Source: an optimization exercise on an open RTL-to-GDS flow (aim: small area, a short achievable clock period and few clock cycles). Production flows keep margins and buffers that such runs may drop.
RTL that was checked went through simulation tests only; none was proved equivalent to the original.

Design ieee754multiplier, start of the top module:
module ieee754multiplier (
    input logic clk, rst_n,
    input logic [31:0] a_i,
    input logic [31:0] b_i,
    input logic start_i,
    output logic done_o,
    output logic nan_o,
    output logic inifinit_o,
    output logic overflow_o,
    output logic underflow_o,
    output logic [31:0] product_o
);
Size: about 100 I/O pins, ~15000 um^2 of cells after synthesis.
Settings: LEC_CHECK=0, ABC_AREA=1, CAP_MARGIN=20, CORE_MARGIN=2, CORE_UTILIZATION=50, SETUP_SLACK_MARGIN=1, SLEW_MARGIN=20, SYNTH_HIERARCHICAL=1; clock period 9.0 ns.
standard.sh (not shown) runs the stock make flow with config.mk's settings and CLKGATE_MAP_FILE= SYNTH_SCRIPT=/design/flow/synth_recipe.tcl, a recipe that flattens the netlist after the stock synthesis.
==> flow/flow/run.sh <==
#!/bin/bash
# The standard layout (the standard.sh: the standard synthesis and the
# ORFS steps to finish), except that the port buffers that global placement
# inserts are buf_2 cells instead of the tool's default pick.
set -euo pipefail
export BUFFER_PORTS_ARGS="-buffer_cell sky130_fd_sc_hd__buf_2"
bash standard.sh > standard.log 2>&1
Next try:
--- a/flow/design.v
+++ b/flow/design.v
@@ -3,22 +3,23 @@
     input logic [31:0] a_i,
     input logic [31:0] b_i,
     input logic start_i,
     output logic done_o,
     output logic nan_o,
     output logic inifinit_o,
     output logic overflow_o,
     output logic underflow_o,
     output logic [31:0] product_o
 );
 logic [47:0] m;
+logic        mhi_min;    
 logic        zero, sign, norm;
 logic [9:0]  esum, e0, e1;
 logic neg0;
 logic one0;
 logic two0;
 logic pp1;
 logic pp2;
 logic pp3;
 logic pp4;
 logic pp5;
 logic pp6;
@@ -1582,46 +1583,45 @@
 fpmul_fa u_s879 (.a(s875), .b(c872), .c(s877), .s(s879), .co(c880));
 assign ci881 = ~a_i[20];
 fpmul_fa u_s882 (.a(ci881), .b(pp285), .c(pp309), .s(s882), .co(c883));
 fpmul_fa u_s884 (.a(c876), .b(s882), .c(c878), .s(s884), .co(c885));
 fpmul_fa u_s886 (.a(a_i[20]), .b(a_i[21]), .c(ns286), .s(s886), .co(c887));
 fpmul_fa u_s888 (.a(pp310), .b(c883), .c(s886), .s(s888), .co(c889));
 assign ci890 = ~a_i[22];
 fpmul_fa u_s891 (.a(ci890), .b(pp311), .c(c887), .s(s891), .co(c892));
 assign ci893 = ~a_i[22];
 assign rx = {ci893, c889, c885, c880, c874, c867, c859, c850, c840, c829, c817, c804, c790, c775, c759, c742, c724, c705, c685, c664, c642, c619, c596, c574, c552, c531, c511, c491, s488, c455, c439, c423, c409, c395, s392, c371, c361, s358, s348, c335, s332, s326, s320, s316, c313, pp3, pp2, neg0};
 assign ry = {c892, s891, s888, s884, s879, s873, s866, s858, s849, s839, s828, s816, s803, s789, s774, s758, s741, s723, s704, s684, s663, s641, s618, s595, s573, s551, s530, s510, s490, s472, s454, s438, s422, s408, s394, s382, s370, s360, s350, s342, s334, s328, s322, s318, s314, s312, 1'b0, pp1};
-logic [20:0] mlo;
-assign mlo = {1'b0, rx[19:0]} + {1'b0, ry[19:0]};
-assign m = {rx[47:20] + ry[47:20] + {27'd0, mlo[20]}, mlo[19:0]};
+assign m = rx + ry;
+assign mhi_min = ~m[24] & ~(((rx[25] ^ ry[25])) ^ (rx[24] | ry[24])) & ~(((rx[26] ^ ry[26])) ^ (rx[25] | ry[25])) & ~(((rx[27] ^ ry[27])) ^ (rx[26] | ry[26])) & ~(((rx[28] ^ ry[28])) ^ (rx[27] | ry[27])) & ~(((rx[29] ^ ry[29])) ^ (rx[28] | ry[28])) & ~(((rx[30] ^ ry[30])) ^ (rx[29] | ry[29])) & ~(((rx[31] ^ ry[31])) ^ (rx[30] | ry[30])) & ~(((rx[32] ^ ry[32])) ^ (rx[31] | ry[31])) & ~(((rx[33] ^ ry[33])) ^ (rx[32] | ry[32])) & ~(((rx[34] ^ ry[34])) ^ (rx[33] | ry[33])) & ~(((rx[35] ^ ry[35])) ^ (rx[34] | ry[34])) & ~(((rx[36] ^ ry[36])) ^ (rx[35] | ry[35])) & ~(((rx[37] ^ ry[37])) ^ (rx[36] | ry[36])) & ~(((rx[38] ^ ry[38])) ^ (rx[37] | ry[37])) & ~(((rx[39] ^ ry[39])) ^ (rx[38] | ry[38])) & ~(((rx[40] ^ ry[40])) ^ (rx[39] | ry[39])) & ~(((rx[41] ^ ry[41])) ^ (rx[40] | ry[40])) & ~(((rx[42] ^ ry[42])) ^ (rx[41] | ry[41])) & ~(((rx[43] ^ ry[43])) ^ (rx[42] | ry[42])) & ~(((rx[44] ^ ry[44])) ^ (rx[43] | ry[43])) & ~(((rx[45] ^ ry[45])) ^ (rx[44] | ry[44])) & ~(((rx[46] ^ ry[46])) ^ (rx[45] | ry[45])) & ~(((rx[47] ^ ry[47]) ^ 1'b1) ^ (rx[46] | ry[46]));
 assign sign = a_i[31] ^ b_i[31];
 assign zero = (a_i[22:0] == 23'd0) || (b_i[22:0] == 23'd0);
 assign esum = {2'b00, a_i[30:23]} + {2'b00, b_i[30:23]};
 assign e0   = esum - 10'd127;
 assign e1   = esum - 10'd126;
 logic        nan0, ovf0, unf0, keep0, sgn0;
 logic [7:0]  exp0;
 assign nan0  = !zero && e0[7:0] == 8'hFF;
 assign ovf0  = !zero && e0[7:0] != 8'hFF && e0[9:8] != 2'b00;
 assign unf0  = zero || (e0[7:0] == 8'h00 && e0[9:8] == 2'b00);
 assign keep0 = !nan0 && !ovf0 && !unf0;             
 assign sgn0  = sign && keep0;
 assign exp0  = ovf0 ? 8'hFF : (keep0 ? e0[7:0] : 8'h00);
 logic        eff1, ovf1, unf1, keep1, nz1;
 logic [7:0]  exp1;
 assign eff1  = !zero && e1[7:0] == 8'hFF;
 assign ovf1  = !zero && e1[7:0] != 8'hFF && e1[9:8] != 2'b00;
 assign unf1  = zero || (e1[7:0] == 8'h00 && e1[9:8] == 2'b00);
 assign keep1 = !eff1 && !ovf1 && !unf1;
 assign exp1  = (ovf1 || eff1) ? 8'hFF : (keep1 ? e1[7:0] : 8'h00);
-assign nz1   = (m[46:24] != 23'd0);
+assign nz1   = !mhi_min;    
 logic        nan_d, inf_d, ovf_d, unf_d, sign_d;
 logic [7:0]  exp_d;
 logic [22:0] frac_d;
 assign norm   = m[47];
 assign nan_d  = norm ? (eff1 && nz1) : nan0;
 assign inf_d  = norm && eff1 && !nz1;
 assign ovf_d  = norm ? ovf1 : ovf0;
 assign unf_d  = norm ? unf1 : unf0;
 assign frac_d = norm ? ((m[46:24] & {23{keep1}}) | {23{ovf1}})
                      : ((m[45:23] & {23{keep0}}) | {23{ovf0}});
 assign exp_d  = norm ? (eff1 ? {8{!nz1}} : exp1) : exp0;
Effect: Synthesized area goes up by 15%; cell area grows by about 6.5%; hold slack stays flat; setup slack loses 0.077 ns; non-clock buffer count decreases by 56.
No functional check of the RTL was part of any run of this note.

Another version of the RTL of ieee754multiplier (not shown whole).
Size in the first run: roughly 2,300 cells after synthesis, roughly 37 flip-flops, about 100 I/O pins.
// ieee754multiplier
module ieee754multiplier (
    input logic clk, rst_n,
    input logic [31:0] a_i,
    input logic [31:0] b_i,
    input logic start_i,
    output logic done_o,
    output logic nan_o,
    output logic inifinit_o,
    output logic overflow_o,
    output logic underflow_o,
    output logic [31:0] product_o
);
logic [47:0] m;
logic        zero, sign, norm;
logic [9:0]  esum, e0, e1;
logic neg0;
logic one0;
logic two0;
logic pp1;
logic pp2;
logic pp3;
logic pp4;
logic pp5;
logic pp6;
logic pp7;
logic pp8;
logic pp9;
logic pp10;
logic pp11;
logic pp12;
logic pp13;
logic pp14;
logic pp15;
logic pp16;
logic pp17;
logic pp18;
logic pp19;
logic pp20;
logic pp21;
logic pp22;
logic pp23;
logic pp24;
logic pp25;
logic ns26;
logic neg1;
logic one1;
logic two1;
logic pp27;
logic pp28;
logic pp29;
logic pp30;
logic pp31;
logic pp32;
logic pp33;
logic pp34;
logic pp35;
logic pp36;
logic pp37;
logic pp38;
logic pp39;
logic pp40;
logic pp41;
logic pp42;
logic pp43;
logic pp44;
logic pp45;
logic pp46;
logic pp47;
logic pp48;
logic pp49;
logic pp50;
logic pp51;
logic ns52;
logic neg2;
logic one2;
logic two2;
logic pp53;
logic pp54;
logic pp55;
logic pp56;
logic pp57;
logic pp58;
logic pp59;
logic pp60;
logic pp61;
logic pp62;
logic pp63;
logic pp64;
logic pp65;
logic pp66;
logic pp67;
logic pp68;
logic pp69;
logic pp70;
logic pp71;
logic pp72;
logic pp73;
logic pp74;
logic pp75;
logic pp76;
logic pp77;
logic ns78;
logic neg3;
logic one3;
logic two3;
logic pp79;
logic pp80;
logic pp81;
logic pp82;
logic pp83;
logic pp84;
logic pp85;
logic pp86;
logic pp87;
logic pp88;
logic pp89;
logic pp90;
logic pp91;
logic pp92;
logic pp93;
logic pp94;
logic pp95;
logic pp96;
logic pp97;
logic pp98;
logic pp99;
logic pp100;
logic pp101;
logic pp102;
logic pp103;
logic ns104;
logic neg4;
logic one4;
logic two4;
logic pp105;
logic pp106;
logic pp107;
logic pp108;
logic pp109;
logic pp110;
logic pp111;
logic pp112;
logic pp113;
logic pp114;
logic pp115;
logic pp116;
logic pp117;
logic pp118;
logic pp119;
logic pp120;
logic pp121;
logic pp122;
  ...
==> flow/config.mk <==
export PLATFORM = sky130hd
export DESIGN_NAME = ieee754multiplier
export DESIGN_NICKNAME = ieee754multiplier
export VERILOG_FILES = /design/flow/design.v
export SDC_FILE = /design/flow/constraint.sdc
export NUM_CORES = 4
export LEC_CHECK = 0
export ABC_AREA = 1
export CAP_MARGIN = 20
export CORE_MARGIN = 2
export CORE_UTILIZATION = 50
export SETUP_SLACK_MARGIN = 1
export SLEW_MARGIN = 20
export SYNTH_HIERARCHICAL = 1
==> flow/constraint.sdc <==
create_clock -name core_clock -period 9.0 [get_ports {clk}]
set_input_delay 1.8000 -clock core_clock [delete_from_list [all_inputs] [get_ports {clk}]]
set_output_delay 1.8000 -clock core_clock [all_outputs]
set_load 0.01 [all_outputs]
Scripts as last shown in full above: flow/flow/run.sh
Testbench counts at the start, summed over its fixed seeds: cycles 3,208.
Rerun with:
--- a/flow/design.v
+++ b/flow/design.v
@@ -4,20 +4,21 @@
     input logic [31:0] b_i,
     input logic start_i,
     output logic done_o,
     output logic nan_o,
     output logic inifinit_o,
     output logic overflow_o,
     output logic underflow_o,
     output logic [31:0] product_o
 );
 logic [47:0] m;
+logic        mhi_min;    
 logic        zero, sign, norm;
 logic [9:0]  esum, e0, e1;
 logic neg0;
 logic one0;
 logic two0;
 logic pp1;
 logic pp2;
 logic pp3;
 logic pp4;
 logic pp5;
@@ -1583,42 +1584,48 @@
 assign ci881 = ~a_i[20];
 fpmul_fa u_s882 (.a(ci881), .b(pp285), .c(pp309), .s(s882), .co(c883));
 fpmul_fa u_s884 (.a(c876), .b(s882), .c(c878), .s(s884), .co(c885));
 fpmul_fa u_s886 (.a(a_i[20]), .b(a_i[21]), .c(ns286), .s(s886), .co(c887));
 fpmul_fa u_s888 (.a(pp310), .b(c883), .c(s886), .s(s888), .co(c889));
 assign ci890 = ~a_i[22];
 fpmul_fa u_s891 (.a(ci890), .b(pp311), .c(c887), .s(s891), .co(c892));
 assign ci893 = ~a_i[22];
 assign rx = {ci893, c889, c885, c880, c874, c867, c859, c850, c840, c829, c817, c804, c790, c775, c759, c742, c724, c705, c685, c664, c642, c619, c596, c574, c552, c531, c511, c491, s488, c455, c439, c423, c409, c395, s392, c371, c361, s358, s348, c335, s332, s326, s320, s316, c313, pp3, pp2, neg0};
 assign ry = {c892, s891, s888, s884, s879, s873, s866, s858, s849, s839, s828, s816, s803, s789, s774, s758, s741, s723, s704, s684, s663, s641, s618, s595, s573, s551, s530, s510, s490, s472, s454, s438, s422, s408, s394, s382, s370, s360, s350, s342, s334, s328, s322, s318, s314, s312, 1'b0, pp1};
-assign m = rx + ry;
+logic [16:0] mseg0;
+assign mseg0 = {1'b0, rx[15:0]} + {1'b0, ry[15:0]};
+assign m[15:0] = mseg0[15:0];
+logic [32:0] mseg1;
+assign mseg1 = {1'b0, rx[47:16]} + {1'b0, ry[47:16]} + {32'd0, mseg0[16]};
+assign m[47:16] = mseg1[31:0];
+assign mhi_min = ~m[24] & ~(((rx[25] ^ ry[25])) ^ (rx[24] | ry[24])) & ~(((rx[26] ^ ry[26])) ^ (rx[25] | ry[25])) & ~(((rx[27] ^ ry[27])) ^ (rx[26] | ry[26])) & ~(((rx[28] ^ ry[28])) ^ (rx[27] | ry[27])) & ~(((rx[29] ^ ry[29])) ^ (rx[28] | ry[28])) & ~(((rx[30] ^ ry[30])) ^ (rx[29] | ry[29])) & ~(((rx[31] ^ ry[31])) ^ (rx[30] | ry[30])) & ~(((rx[32] ^ ry[32])) ^ (rx[31] | ry[31])) & ~(((rx[33] ^ ry[33])) ^ (rx[32] | ry[32])) & ~(((rx[34] ^ ry[34])) ^ (rx[33] | ry[33])) & ~(((rx[35] ^ ry[35])) ^ (rx[34] | ry[34])) & ~(((rx[36] ^ ry[36])) ^ (rx[35] | ry[35])) & ~(((rx[37] ^ ry[37])) ^ (rx[36] | ry[36])) & ~(((rx[38] ^ ry[38])) ^ (rx[37] | ry[37])) & ~(((rx[39] ^ ry[39])) ^ (rx[38] | ry[38])) & ~(((rx[40] ^ ry[40])) ^ (rx[39] | ry[39])) & ~(((rx[41] ^ ry[41])) ^ (rx[40] | ry[40])) & ~(((rx[42] ^ ry[42])) ^ (rx[41] | ry[41])) & ~(((rx[43] ^ ry[43])) ^ (rx[42] | ry[42])) & ~(((rx[44] ^ ry[44])) ^ (rx[43] | ry[43])) & ~(((rx[45] ^ ry[45])) ^ (rx[44] | ry[44])) & ~(((rx[46] ^ ry[46])) ^ (rx[45] | ry[45])) & ~(((rx[47] ^ ry[47]) ^ 1'b1) ^ (rx[46] | ry[46]));
 assign sign = a_i[31] ^ b_i[31];
 assign zero = (a_i[22:0] == 23'd0) || (b_i[22:0] == 23'd0);
 assign esum = {2'b00, a_i[30:23]} + {2'b00, b_i[30:23]};
 assign e0   = esum - 10'd127;
 assign e1   = esum - 10'd126;
 logic        nan0, ovf0, unf0, keep0, sgn0;
 logic [7:0]  exp0;
 assign nan0  = !zero && e0[7:0] == 8'hFF;
 assign ovf0  = !zero && e0[7:0] != 8'hFF && e0[9:8] != 2'b00;
 assign unf0  = zero || (e0[7:0] == 8'h00 && e0[9:8] == 2'b00);
 assign keep0 = !nan0 && !ovf0 && !unf0;             
 assign sgn0  = sign && keep0;
 assign exp0  = ovf0 ? 8'hFF : (keep0 ? e0[7:0] : 8'h00);
 logic        eff1, ovf1, unf1, keep1, nz1;
 logic [7:0]  exp1;
 assign eff1  = !zero && e1[7:0] == 8'hFF;
 assign ovf1  = !zero && e1[7:0] != 8'hFF && e1[9:8] != 2'b00;
 assign unf1  = zero || (e1[7:0] == 8'h00 && e1[9:8] == 2'b00);
 assign keep1 = !eff1 && !ovf1 && !unf1;
 assign exp1  = (ovf1 || eff1) ? 8'hFF : (keep1 ? e1[7:0] : 8'h00);
-assign nz1   = (m[46:24] != 23'd0);
+assign nz1   = !mhi_min;    
 logic        nan_d, inf_d, ovf_d, unf_d, sign_d;
 logic [7:0]  exp_d;
 logic [22:0] frac_d;
 assign norm   = m[47];
 assign nan_d  = norm ? (eff1 && nz1) : nan0;
 assign inf_d  = norm && eff1 && !nz1;
 assign ovf_d  = norm ? ovf1 : ovf0;
 assign unf_d  = norm ? unf1 : unf0;
 assign frac_d = norm ? ((m[46:24] & {23{keep1}}) | {23{ovf1}})
                      : ((m[45:23] & {23{keep0}}) | {23{ovf0}});
- The changed run went through all stages and came out clean
- final area is lower by 6.0%
- wire length went down by 11%
- synthesized cell count is lower by 9.7%
- setup slack loses 0.030 ns
- die area decreases by 2.6%
Only the layout flow was run in the second run of this note; the RTL was not checked for function there.

[what the ideal ports hide]
The results above use ideal ports. As a check the final layouts listed here were re-extracted and re-timed, cells and wires unchanged. Step 1 assumes that a clkbuf_16 drives the clock port and a buf_2 every other input. Step 2, shift: input delay + t, output delay - t, t = (earliest + latest rising clock arrival at the registers) / 2. This alone moves slack from input paths to output paths. Slacks: ideal / step 1 / step 2; pairs: ideal / step 1.
run	t (ns)	setup slack, ns	cell pins on the clock port's net
the first run of note 1	0.321	1.244 / 1.217 / 0.896	1
the second run of note 1	0.327	1.168 / 1.160 / 0.833	1
the first run of note 2	0.317	1.316 / 1.253 / 0.936	1
the second run of note 2	0.305	1.286 / 1.293 / 0.988	1
After both steps every run listed still meets setup and hold. The setup slack of the first run of note 2, which loses most, moves by -0.063 ns with the drivers and by -0.380 ns with both steps.
